Background: an optimization exercise with open tools, aiming at small area. Do not read the settings as production practice. Only simulation tests tie the RTL to the original design; equivalence was not proved. Power and IR drop assume default switching activity.

===== flow/design.v =====
module combine(led1, led2, led3, led4, led5, led6, l_red, l_blue, sw0, sw1, btn, clk, rst);
    input sw0, sw1;
    input rst;
    input [3:0] btn;
    input clk;
    output [6:0] led1, led2;
    output [6:0] led3, led4;
    output [6:0] led5, led6;
    output l_red, l_blue;
    reg [3:0] e0, e1;       
    reg [3:0] pq;           
    reg sw0_l, sw1_l;       
    reg [4:0] cnt;          
    reg [3:0] cr, cb;       
    reg [2:0] mode;
    reg sw1p;
    reg [4:0] hr;
    reg [5:0] mn, sc;
    reg [3:0] mm;
    reg [5:0] dd;
    reg [4:0] ahr;
    reg [5:0] amin;
    reg [4:0] ch;
    reg [5:0] cm, cs;
    reg cflag, tout;
    wire enb = (cnt == 5'd2);      
    wire any = |pq;
    wire b3 = (pq == 4'b1000);
    wire b2 = (pq == 4'b0100);
    wire b1 = (pq == 4'b0010);
    wire b0 = (pq == 4'b0001);
    wire al = sw0_l & (hr == ahr) & (mn == amin);
    reg [2:0] n_mode;
    reg [4:0] n_hr, n_ahr, n_ch;
    reg [5:0] n_mn, n_sc, n_dd, n_amin, n_cm, n_cs;
    reg [3:0] n_mm;
    reg n_cflag, n_tout;
    wire m31u = (mm == 4'd1) || (mm == 4'd3) || (mm == 4'd5) || (mm == 4'd7) || (mm == 4'd8) || (mm == 4'd10);
    wire m31d = (mm == 4'd3) || (mm == 4'd5) || (mm == 4'd7) || (mm == 4'd8) || (mm == 4'd10) || (mm == 4'd12);
    wire m30  = (mm == 4'd4) || (mm == 4'd6) || (mm == 4'd9) || (mm == 4'd11);
    always @* begin
        n_mode = mode;
        if (sw1_l != sw1p) n_mode = (mode >= 3'd5) ? 3'd0 : mode + 3'd1;
        n_hr = hr; n_mn = mn; n_sc = sc;
        if (any) begin
            if (mode == 3'd0) begin
                if (b3) n_hr = (hr >= 5'd23) ? 5'd0 : hr + 5'd1;
                if (b2) n_hr = (hr == 5'd0) ? 5'd23 : hr - 5'd1;
                if (b1) begin
                    if (mn >= 6'd59) begin
                        n_mn = 6'd0;
                        n_hr = (hr >= 5'd23) ? 5'd0 : hr + 5'd1;
                    end else n_mn = mn + 6'd1;
                end
                if (b0) begin
                    if (mn == 6'd0) begin
                        n_mn = 6'd59;
                        n_hr = (hr == 5'd0) ? 5'd23 : hr - 5'd1;
                    end else n_mn = mn - 6'd1;
                end
            end
        end else if (enb) begin
            if (sc >= 6'd59) begin
                n_sc = 6'd0;
                if (mn >= 6'd59) begin
                    n_mn = 6'd0;
                    n_hr = (hr >= 5'd23) ? 5'd0 : hr + 5'd1;
                end else n_mn = mn + 6'd1;
            end else n_sc = sc + 6'd1;
        end
        n_mm = mm; n_dd = dd;
        if (mode == 3'd1) begin
            if (mm == 4'd0) begin
                n_mm = 4'd1;
                n_dd = 6'd1;
            end
            if (any) begin
                if (b3) n_mm = (mm >= 4'd12) ? 4'd1 : mm + 4'd1;
                if (b2) n_mm = (mm <= 4'd1) ? 4'd12 : mm - 4'd1;
                if (b1) begin
                    n_dd = dd + 6'd1;
                    if (m31u) begin
                        if (dd >= 6'd31) begin n_dd = 6'd1; n_mm = mm + 4'd1; end
                    end else if (mm == 4'd2) begin
                        if (dd >= 6'd28) begin n_dd = 6'd1; n_mm = mm + 4'd1; end
                    end else if (m30) begin
                        if (dd >= 6'd30) begin n_dd = 6'd1; n_mm = mm + 4'd1; end
                    end else if (mm == 4'd12) begin
                        if (dd >= 6'd31) begin n_dd = 6'd1; n_mm = 4'd1; end
                    end
                end
                if (b0) begin
                    n_dd = dd - 6'd1;
                    if (m31d) begin
                        if (dd <= 6'd1) begin n_dd = 6'd31; n_mm = mm - 4'd1; end
                    end else if (mm == 4'd2) begin
                        if (dd <= 6'd1) begin n_dd = 6'd28; n_mm = mm - 4'd1; end
                    end else if (m30) begin
                        if (dd >= 6'd1) begin n_dd = 6'd30; n_mm = mm - 4'd1; end
                    end else if (mm == 4'd1) begin
                        if (dd <= 6'd1) begin n_dd = 6'd31; n_mm = 4'd12; end
                    end
                end
            end else if (hr == 5'd23 && mn == 6'd59 && sc == 6'd59) begin
                n_dd = dd + 6'd1;
                if (m31u) begin
                    if (dd >= 6'd31) begin n_dd = 6'd1; n_mm = mm + 4'd1; end
                end else if (mm == 4'd2) begin
                    if (dd >= 6'd28) begin n_dd = 6'd1; n_mm = mm + 4'd1; end
                end else if (m30) begin
                    if (dd >= 6'd30) begin n_dd = 6'd1; n_mm = mm + 4'd1; end
                end else if (mm == 4'd12) begin
                    if (dd >= 6'd31) begin n_dd = 6'd1; n_mm = 4'd1; end
                end
            end
        end
        n_ahr = ahr; n_amin = amin;
        if (mode == 3'd2) begin
            if (b3) n_ahr = (ahr >= 5'd23) ? 5'd0 : ahr + 5'd1;
            if (b2) n_ahr = (ahr == 5'd0) ? 5'd23 : ahr - 5'd1;
            if (b1) n_amin = (amin >= 6'd59) ? 6'd0 : amin + 6'd1;
            if (b0) n_amin = (amin == 6'd0) ? 6'd59 : amin - 6'd1;
        end
        n_ch = ch; n_cm = cm; n_cs = cs; n_cflag = cflag; n_tout = tout;
        if (mode == 3'd3) begin
            if (b3) n_ch = (ch >= 5'd23) ? 5'd0 : ch + 5'd1;
            if (b2) n_cm = (cm >= 6'd59) ? 6'd0 : cm + 6'd1;
            if (b1) n_cs = (cs >= 6'd59) ? 6'd0 : cs + 6'd1;
            if (b0) n_cflag = ~cflag;
        end
        if (enb) begin
            if (cflag) begin
                if (ch == 5'd0 && cm == 6'd0 && cs == 6'd0) n_tout = 1'b1;
                else if (cs == 6'd0) begin
                    if (cm == 6'd0) begin
                        n_ch = ch - 5'd1;
                        n_cm = 6'd59;
                        n_cs = 6'd59;
                    end else begin
                        n_cm = cm - 6'd1;
                        n_cs = 6'd59;
                    end
                end else n_cs = cs - 6'd1;
            end else n_tout = 1'b0;
        end
    end
    always @(posedge clk) begin
        if (rst) begin
            e0 <= 4'd0; e1 <= 4'd0; pq <= 4'd0;
            sw0_l <= 1'b0; sw1_l <= 1'b0;
            cnt <= 5'd0;
            cr <= 4'd0; cb <= 4'd0;
            mode <= 3'd0; sw1p <= 1'b0;
            hr <= 5'd0; mn <= 6'd0; sc <= 6'd0;
            mm <= 4'd0; dd <= 6'd0;
            ahr <= 5'd0; amin <= 6'd0;
            ch <= 5'd0; cm <= 6'd0; cs <= 6'd0; cflag <= 1'b0; tout <= 1'b0;
        end else begin
            e0 <= btn; e1 <= e0; pq <= e0 & ~e1;
            sw0_l <= sw0; sw1_l <= sw1;
            cnt <= (cnt >= 5'd19) ? 5'd0 : cnt + 5'd1;
            if (al) cr <= (cr >= 4'd11) ? 4'd0 : cr + 4'd1;
            if (n_tout) cb <= (cb >= 4'd11) ? 4'd0 : cb + 4'd1;
            mode <= n_mode; sw1p <= sw1_l;
            hr <= n_hr; mn <= n_mn; sc <= n_sc;
            mm <= n_mm; dd <= n_dd;
            ahr <= n_ahr; amin <= n_amin;
            ch <= n_ch; cm <= n_cm; cs <= n_cs; cflag <= n_cflag; tout <= n_tout;
        end
    end
    assign l_red  = (cr != 4'd0) && (cr <= 4'd6);
    assign l_blue = (cb != 4'd0) && (cb <= 4'd6);
    reg [5:0] v1, v2, v3;
    always @* begin
        case (mode)
            3'd0: begin v1 = {1'b0, hr}; v2 = mn; v3 = sc; end
            3'd1: begin v1 = {2'b0, mm}; v2 = dd; v3 = cs; end
            3'd2: begin v1 = {1'b0, ahr}; v2 = amin; v3 = cs; end
            default: begin v1 = {1'b0, ch}; v2 = cm; v3 = cs; end
        endcase
    end
    wire [3:0] t1 = v1 / 6'd10, u1 = v1 % 6'd10;
    wire [3:0] t2 = v2 / 6'd10, u2 = v2 % 6'd10;
    wire [3:0] t3 = v3 / 6'd10, u3 = v3 % 6'd10;
    reg [3:0] d1, d2, d3, d4, d5, d6;
    always @* begin
        d1 = t1; d2 = u1; d3 = t2; d4 = u2; d5 = t3; d6 = u3;
        case (mode)
            3'd1: begin d5 = 4'd2; d6 = 4'd4; end
            3'd2: begin d5 = 4'd2; d6 = 4'd2; end
            3'd4: begin d1 = 4'd4; d2 = 4'd4; d3 = 4'd4; d4 = 4'd4; d5 = 4'd4; d6 = 4'd4; end
            3'd5: begin d1 = 4'd8; d2 = 4'd8; d3 = 4'd8; d4 = 4'd8; d5 = 4'd8; d6 = 4'd8; end
            default: ;
        endcase
    end
    function [6:0] seg;
        input [3:0] d;
        case (d)
            4'd0: seg = 7'b0000001;
            4'd1: seg = 7'b1001111;
            4'd2: seg = 7'b0010010;
            4'd3: seg = 7'b0000110;
            4'd4: seg = 7'b1001100;
            4'd5: seg = 7'b0100100;
            4'd6: seg = 7'b0100000;
            4'd7: seg = 7'b0001111;
            4'd8: seg = 7'b0000000;
            4'd9: seg = 7'b0000100;
            default: seg = 7'b0000000;
        endcase
    endfunction
    assign led1 = seg(d1);
    assign led2 = seg(d2);
    assign led3 = seg(d3);
    assign led4 = seg(d4);
    assign led5 = seg(d5);
    assign led6 = seg(d6);
endmodule

===== flow/run.sh =====
#!/bin/bash
# synth_recipe.tcl (not shown) runs the flow's synth.tcl, then flattens the netlist and writes it again
# the make line also repeats each setting of config.mk as NAME=value (left out here)
make -C /OpenROAD-flow-scripts/flow DESIGN_CONFIG=/design/flow/config.mk WORK_HOME=/design/flow/orfs CLKGATE_MAP_FILE= SYNTH_SCRIPT=/design/flow/synth_recipe.tcl finish

===== flow/config.mk =====
export PLATFORM = sky130hd
export DESIGN_NAME = combine
export DESIGN_NICKNAME = combine
export VERILOG_FILES = /design/flow/design.v
export SDC_FILE = /design/flow/constraint.sdc
export NUM_CORES = 4
export LEC_CHECK = 0
export CAP_MARGIN = 20
export CORE_MARGIN = 2
export CORE_UTILIZATION = 40
export SLEW_MARGIN = 20

===== flow/constraint.sdc =====
create_clock -name core_clock -period 8.0 [get_ports {clk}]
set_input_delay 1.6000 -clock core_clock [delete_from_list [all_inputs] [get_ports {clk}]]
set_output_delay 1.6000 -clock core_clock [all_outputs]
set_load 0.01 [all_outputs]

==> flow_metrics.env, run 1 <==
export IMPL_outcome="finished clean"
export IMPL_stdcell_area_um2=9780
export IMPL_tightest_slew_ps=979
export IMPL_synthCells=1259
export IMPL_fin_skew_ps=7.39
export IMPL_die_width_um=153
export IMPL_synth_edff_count=0
export IMPL_critPathMaxFanout=21
export IMPL_slew_violations=0
export IMPL_synth_area_um2=8910
export IMPL_cap_violations=0
export IMPL_cts_tree="yes"
export IMPL_post_route_period_util=0.901
export IMPL_required_ps=6400
export IMPL_ys_ff_latch=88
export IMPL_async_flop_share=0
export IMPL_clk_latency_ps=350
export IMPL_htreeDepth=3
export IMPL_vias=9055
export IMPL_antennaDiodeCount=0
export IMPL_numCtsBuffers=9
export IMPL_crit_type="flip-flop to primary output"
export IMPL_ir_worst_vdd_mv=0.104
export IMPL_arrival_ps=5610
export IMPL_yosys_most_used_dff="dfxtp_1"
export IMPL_cp_common_cell="ha_1"
export IMPL_hpwl_mm=18.6
export IMPL_finalSetupViolations=0
export IMPL_grt_pass1_wl_mm=42.1
export IMPL_min_path_type="flip-flop to flip-flop"
export IMPL_num_rows=54
export IMPL_wirelength_mm=25.1
export IMPL_start_util=0.408
export IMPL_p_leak_nw=3.75
export IMPL_gr_total_overflow=0
export IMPL_die_area_um2=23500
export IMPL_final_min_clock_period_ps=7210
export IMPL_ctsResizeCount=0
export IMPL_path_delay_family="simple AND/OR/NAND/NOR gates"
export IMPL_placed_cell_area_um2=9490
export IMPL_postCtsHoldBufs=0
export IMPL_clkSinkCount=88
export IMPL_finalCoreUtilization=0.448
export IMPL_dieHeight_um=153
export IMPL_cts_root_buf="clkbuf_16"
export IMPL_relSlewSlack=0.345
export IMPL_worst_path_buf_inv=4
export IMPL_grt_usage=0.213
export IMPL_drive_gt1_frac=0.0486
export IMPL_fin_nets=1334
export IMPL_gp_congestion=0.939
export IMPL_power_density_nw_per_um2=152
export IMPL_syn_area_per_cell_um2=7.08
export IMPL_yosysWarnings=1
export IMPL_final_hold_viol_count=0
export IMPL_dp_slack_ps=1250
export IMPL_post_cts_buffers=0
export IMPL_drt_initial_drc_count=736
export IMPL_hold_worst_slack_ps=384
export IMPL_cpPeakStageDelay_ps=560
export IMPL_setup_slack_ps=794
export IMPL_route_detailed_drc=0
export IMPL_layout_commonest_cell="nor2_1"
export IMPL_fin_setup_tns_ps=0
export IMPL_ys_seq_area_frac=0.198
export IMPL_vias_per_cell=5.90
export IMPL_firstDrtPassIters=8
export IMPL_grt_pass1_vias=8263
export IMPL_ys_types=89
export IMPL_antenna_left=0
export IMPL_grt_max_degree=78
export IMPL_syn_to_final_growth_pct=9.82
export IMPL_post_drt_wl_per_cell_um=16.4
export IMPL_startpoint_type="flip-flop"
export IMPL_fmax_ghz=0.139
export IMPL_io_pin_count=52
export IMPL_clk_pin_slew_ps=70
export IMPL_clockBufferDepth=2
export IMPL_grt_setup_unrepaired="no"
export IMPL_final_cell_mix="nor2_1 (159), nand2_1 (120), a21oi_1 (110)"
export IMPL_portBuffers=51
export IMPL_core_area_um2=21800
export IMPL_syn_nets=1344
export IMPL_slowest_stage="or3_1"
export IMPL_path_cells="inv_1 -> ha_1 -> buf_4 -> or3_1 -> and3_1 -> nor4_1 -> nor2_1 -> ha_1 -> o21a_1 -> o21ai_1 -> o21ai_1 -> a221o_1 -> inv_2 -> a21oi_1 -> nor2_1 -> xnor2_1 -> nand2_1 -> ha_1 -> or2_1 -> a21oi_1 -> clkdlybuf4s50_1"
export IMPL_antenna_found_initial=0
export IMPL_critPathCaptureType="primary output"
==> worst reg2reg max path, delay by kind of cell (launching register included) <==
kind / cells / cell delay [ps]
AOI/OAI and AO/OA: 7 / 1710
DFF: 1 / 610
and+or+nand+nor: 2 / 490
adders and majority gates: 1 / 350
buffers and inverters: 1 / 200
==> path summary, 6_finish.rpt <==
check	startpoint	to	slack (ps)	cells past startpoint
worst max register to register	mm[0]$_SDFFE_PP0N_	dd[2]$_SDFFE_PP0N_	4560	11
worst min register to register	e1[3]$_SDFF_PP0_	pq[3]$_SDFF_PP0_	380	1
worst max-delay path	mode[0]$_SDFFE_PP0P_	led4[3]	790	21
worst min-delay path	e1[3]$_SDFF_PP0_	pq[3]$_SDFF_PP0_	380	1
==> where the power goes <==
group | internal, mW | switching (mW) | total (mW)
clock | 0.243 | 0.189 | 0.432
combinational | 0.245 | 0.316 | 0.561
sequential | 0.455 | 0.0354 | 0.490
total | 0.943 | 0.540 | 1.48
==> cells by family after synthesis <==
family,share of synthesized area
buffers and inverters,0.0664
XOR/XNOR,0.0403
AND/OR/NAND/NOR,0.266
flip-flops,0.198
multiplexers,0.0284
AO/OA/AOI/OAI,0.293
adder cells (fa/ha/maj),0.108
==> stage by stage <==
stage	std cells	power (mW)
4_1_cts	1534	1.49
3_3_place_gp	1518	1.05
5_1_grt	1534	1.58
6_report	1534	1.48
2_1_floorplan	1259	0.882
3_5_place_dp	1518	1.06
==> layout make-up <==
cell class | instances | area [um^2]
Timing Repair Buffer | 60 | 573
Sequential cell | 88 | 1760
Tap cell | 280 | 350
Fill cell | 2284 | 12000
Clock inverter | 5 | 57.6
Inverter | 64 | 240
Clock buffer | 11 | 233
Multi-Input combinational cell | 1026 | 6570
==> cells in the mapped netlist, types with 15 or more instances <==
| master | n | area, um^2 |
|---|---|---|
| a211oi_1 | 24 | 180 |
| clkbuf_1 | 67 | 251 |
| nand3_1 | 35 | 175 |
| xnor2_1 | 27 | 236 |
| nor2b_1 | 26 | 163 |
| dfxtp_1 | 88 | 1760 |
| nor3_1 | 37 | 185 |
| a21oi_1 | 110 | 551 |
| ha_1 | 77 | 963 |
| and2_1 | 15 | 93.8 |
| mux2i_1 | 20 | 200 |
| nor2_1 | 159 | 597 |
| nand2_1 | 120 | 450 |
| a31oi_1 | 23 | 144 |
| inv_1 | 61 | 229 |
| o21ai_0 | 68 | 340 |
==> state kept, by name (all words and copies together), names as in the netlist, 3 cells and up <==
register  flops
cb            4
sc            6
ch            5
pq            4
e1            4
dd            6
amin          6
mode          3
mm            4
ahr           5
cr            4
cs            6
cm            6
mn            6
e0            4
cnt           5
hr            5
==> routing by layer <==
layer / track usage / up-vias / share of wire
met5: 0 / - / 0
met4: 0.0653 / 0 / 0.022
met3: 0.0232 / 39 / 0.051
met2: 0.349 / 261 / 0.46
met1: 0.293 / 4207 / 0.47
li1: - / 4548 / -
==> inputs of run 2 (changes only) <==
==> flow/flow/run.sh (new file) <==
#!/bin/bash
# Own layout flow: the standard layout (standard.sh), except that synthesis
# maps the logic with an area-oriented ABC script (area.abc) and without the
# platform's half/full adder cells. Synthesis is otherwise the standard flow's own script
# (synth_recipe.tcl: synth -nofsm -noshare, flatten, renames), so the registers
# keep the standard synthesis's names and cells.
set -euo pipefail
W=$PWD
F=$W/flow
export AREA_ABC_SCRIPT=$F/area.abc
make -C "$FLOW_HOME" DESIGN_CONFIG="$W/config.mk" WORK_HOME="$W/orfs" CLKGATE_MAP_FILE= \
  SYNTH_SCRIPT="$F/synth.tcl" ADDER_MAP_FILE= synth > "$W/synth.log" 2>&1
bash "$W/standard.sh" ADDER_MAP_FILE= > "$W/layout.log" 2>&1
==> flow/flow/area.abc (new file) <==
strash
&get -n
&fraig -x
&put
dc2
strash
&get -n
&dch -f
&nf -R 1000
&put
topo
==> flow/flow/synth.tcl (new file) <==
# synth_recipe.tcl with the final ABC mapping run on the script in $AREA_ABC_SCRIPT
proc synth {args} { yosys synth -nofsm -noshare {*}$args }
proc abc {args} {
  set i [lsearch -exact $args -script]
  if { $i >= 0 && [info exists ::env(AREA_ABC_SCRIPT)] } {
    set f [open $::env(AREA_ABC_SCRIPT) r]
    set s [string trim [read $f]]
    close $f
    lset args [expr { $i + 1 }] "+[join [split $s "\n"] ";"]"
  }
  yosys abc {*}$args
}
source $::env(SCRIPTS_DIR)/synth.tcl
# left out here: clear keep_hierarchy, flatten, clean up, hide names made inside functions, write 1_2_yosys.v
==> flow/standard.sh (new file) <==
#!/bin/bash
# synth_recipe.tcl (not shown) runs the flow's synth.tcl, then flattens the netlist and writes it again
# the make line also repeats each setting of config.mk as NAME=value (left out here)
make -C /OpenROAD-flow-scripts/flow DESIGN_CONFIG=/design/flow/config.mk WORK_HOME=/design/flow/orfs CLKGATE_MAP_FILE= SYNTH_SCRIPT=/design/flow/synth_recipe.tcl "${@:-finish}"
removed: flow/run.sh
==> run 2 against run 1 <==
Net effect:
- still clean on timing, DRC and antenna
- sequential cell count is the same
- non-clock buffer count fell by 2
- via count decreased by 20%
- combinational power fell by 23%
- critical path type unchanged
==> flow_metrics.env, run 2 <==
export IMPL_grt_setup_unrepaired="no"
export IMPL_p_leak_nw=2.73
export IMPL_clockBufferDepth=2
export IMPL_placed_cell_area_um2=7270
export IMPL_startpoint_type="flip-flop"
export IMPL_syn_area_per_cell_um2=6.87
export IMPL_arrival_ps=4840
export IMPL_fmax_ghz=0.155
export IMPL_antennaDiodeCount=0
export IMPL_finalSetupViolations=0
export IMPL_relSlewSlack=0.363
export IMPL_ys_ff_latch=88
export IMPL_wirelength_mm=20.0
export IMPL_path_cells="nor2_1 -> and2_0 -> a221oi_1 -> nand2_1 -> o31ai_1 -> nand3_1 -> o21a_1 -> nand2_1 -> a31o_1 -> xnor2_1 -> o21ai_0 -> nand2_1 -> nand3_1 -> nand2_1 -> o311ai_0 -> nand2_1 -> a21oi_1 -> nor2b_1 -> clkdlybuf4s50_1"
export IMPL_synth_top_family_by_area="simple AND/OR/NAND/NOR gates"
export IMPL_fin_skew_ps=9.44
export IMPL_fillCellCount=1636
export IMPL_grt_pass1_wl_mm=31.3
export IMPL_synth_compound_area_share=0.304
export IMPL_numCtsBuffers=9
export IMPL_fin_nets=1013
export IMPL_cap_violations=0
export IMPL_ys_top_cells_by_count="nor2_1 (166), nand2_1 (111), a21oi_1 (95), dfxtp_1 (88), o21ai_0 (71)"
export IMPL_vias_per_cell=5.94
export IMPL_grt_usage=0.232
export IMPL_synthCells=937
export IMPL_synth_top_cell_by_area="dfxtp_1"
export IMPL_cp_common_cell="nand2_1"
export IMPL_postCtsHoldBufs=0
export IMPL_yosys_most_used_dff="dfxtp_1"
export IMPL_core_area_um2=15800
export IMPL_vias=7287
export IMPL_clk_pin_slew_ps=70
export IMPL_synthMuxAreaShare=0.00952
export IMPL_syn_nets=945
export IMPL_route_detailed_drc=0
export IMPL_post_cts_buffers=0
export IMPL_die_width_um=131
export IMPL_cts_tree="yes"
export IMPL_clkSinkCount=88
export IMPL_yosysWarnings=1
export IMPL_finalCoreUtilization=0.478
export IMPL_firstDrtPassIters=6
export IMPL_stdcell_area_um2=7560
export IMPL_ir_worst_vdd_mv=0.118
export IMPL_synth_adder_area_share=0
export IMPL_fin_setup_tns_ps=0
export IMPL_gr_total_overflow=0
export IMPL_drive_gt1_frac=0.0257
export IMPL_hpwl_mm=14.6
export IMPL_post_route_period_util=0.805
export IMPL_power_density_nw_per_um2=181
export IMPL_post_drt_wl_per_cell_um=16.3
export IMPL_tightest_slew_ps=947
export IMPL_yosys_area_share_simple=0.338
export IMPL_dieHeight_um=131
export IMPL_layout_commonest_cell="nor2_1"
export IMPL_async_flop_share=0
export IMPL_ctsResizeCount=0
export IMPL_critPathMaxFanout=13
export IMPL_critPathCaptureType="primary output"
export IMPL_final_hold_viol_count=0
export IMPL_required_ps=6400
export IMPL_die_area_um2=17100
export IMPL_synth_edff_count=0
export IMPL_io_pin_count=52
export IMPL_synth_top_area_share=0.274
export IMPL_hold_worst_slack_ps=382
export IMPL_drt_initial_drc_count=536
export IMPL_start_util=0.407
export IMPL_synth_area_um2=6440
export IMPL_min_path_type="flip-flop to flip-flop"
export IMPL_slowest_stage="and2_0"
export IMPL_cts_root_buf="clkbuf_16"
export IMPL_clk_latency_ps=360
export IMPL_antenna_left=0
export IMPL_final_cell_mix="nor2_1 (166), nand2_1 (111), a21oi_1 (95)"
export IMPL_synth_most_common_cell="nor2_1"
export IMPL_gp_congestion=0.945
export IMPL_cpPeakStageDelay_ps=630
export IMPL_r2r_slack_ps=4410
export IMPL_outcome="finished clean"
export IMPL_placedCellCount=1210
export IMPL_antenna_found_initial=0
export IMPL_final_min_clock_period_ps=6440
export IMPL_portBuffers=50
export IMPL_crit_type="flip-flop to primary output"
export IMPL_slew_violations=0
export IMPL_grt_max_degree=72
export IMPL_ys_seq_area_frac=0.274
export IMPL_ys_types=57
export IMPL_syn_to_final_growth_pct=17.4
export IMPL_synth_area_leaders="dfxtp_1 (27%), nor2_1 (9.7%), a21oi_1 (7.4%)"
export IMPL_num_rows=46
export IMPL_final_cells=1226
export IMPL_htreeDepth=3
export IMPL_grt_pass1_vias=6207
export IMPL_synth_xor_area_frac=0.0612
## run 2: path summary, 6_finish.rpt
check,start,to,cells past startpoint
worst max-delay path,mode[2]$_SDFFE_PP0P_,led4[5],19
worst min-delay path,e1[2]$_SDFF_PP0_,pq[2]$_SDFF_PP0_,1
worst max register to register,mm[2]$_SDFFE_PP0N_,mm[1]$_SDFFE_PP0N_,11
worst min register to register,e1[2]$_SDFF_PP0_,pq[2]$_SDFF_PP0_,1
## run 2: cells by family after synthesis
logic type | Yosys count
AOI/OAI and AO/OA | 308
buffers and inverters | 21
xor gates and xnor gates | 45
DFF | 88
muxes | 6
other | 1
and+or+nand+nor | 468
## run 2: power breakdown
| part | internal, mW | total (mW) | switching [mW] |
|---|---|---|---|
| registers | 0.457 | 0.501 | 0.0446 |
| logic | 0.184 | 0.431 | 0.247 |
| clock network | 0.245 | 0.434 | 0.189 |
## run 2: per-stage QoR
| step | power [mW] | setup slack (ps) |
|---|---|---|
| final | 1.37 | 1560 |
| after detailed placement | 0.936 | 1970 |
| after CTS | 1.37 | 1570 |
| after global placement | 0.938 | 2150 |
| after floorplan | 0.766 | 1590 |
| after global routing | 1.44 | 990 |
## run 2: final cells by class
type	count	area, um^2	share of cell area
multi-input cells	828	4610	0.609
well taps	216	270	0.0357
inverters	20	75.1	0.00993
repair buffers	58	556	0.0734
clock buffers	10	229	0.0303
flip-flops and latches	88	1760	0.233
clock inverters	6	66.3	0.00877
## run 2: layer usage
layer,share of wire,global-route usage,vias to the layer above
met5,0,0,-
met4,0.020,0.0757,0
met3,0.057,0.0338,30
met2,0.47,0.373,210
met1,0.46,0.320,3425
li1,-,-,3622
## run 2: critical path: cells and delay by family (launching register included)
family	cells	cell delay (ps)
buffers and inverters	1	560
AOI/OAI and AO/OA	7	1260
xor gates and xnor gates	1	180
and+or+nand+nor	10	2050
DFF	1	400

[separate check: timing with driven ports]
Ports are ideal in the flow. The routed layouts listed here were re-timed in OpenROAD. Step 1 (the two cells are an assumption about what drives the block):
set clk [get_ports {clk}]
set_driving_cell -lib_cell sky130_fd_sc_hd__clkbuf_16 $clk
set_driving_cell -lib_cell sky130_fd_sc_hd__buf_2 [delete_from_list [all_inputs] $clk]
Step 2, shift: input delay + t, output delay - t, t = (earliest + latest rising clock arrival at the registers) / 2. This alone moves slack from input paths to output paths. a / b / c = ideal ports / drivers / drivers and shift; a / b = the first two.
| run | t (ns) | setup WS [ns] | hold WS [ns] | worst setup path after step 2 | cell pins on the clock port's net |
|---|---|---|---|---|---|
| run 1 | 0.393 | 0.794 / 0.750 / 1.143 | 0.384 / 0.384 / 0.384 | register to output | 1 |
| run 2 | 0.398 | 1.564 / 1.520 / 1.918 | 0.382 / 0.382 / 0.382 | register to output | 1 |
After both steps setup and hold are still met in every run listed.
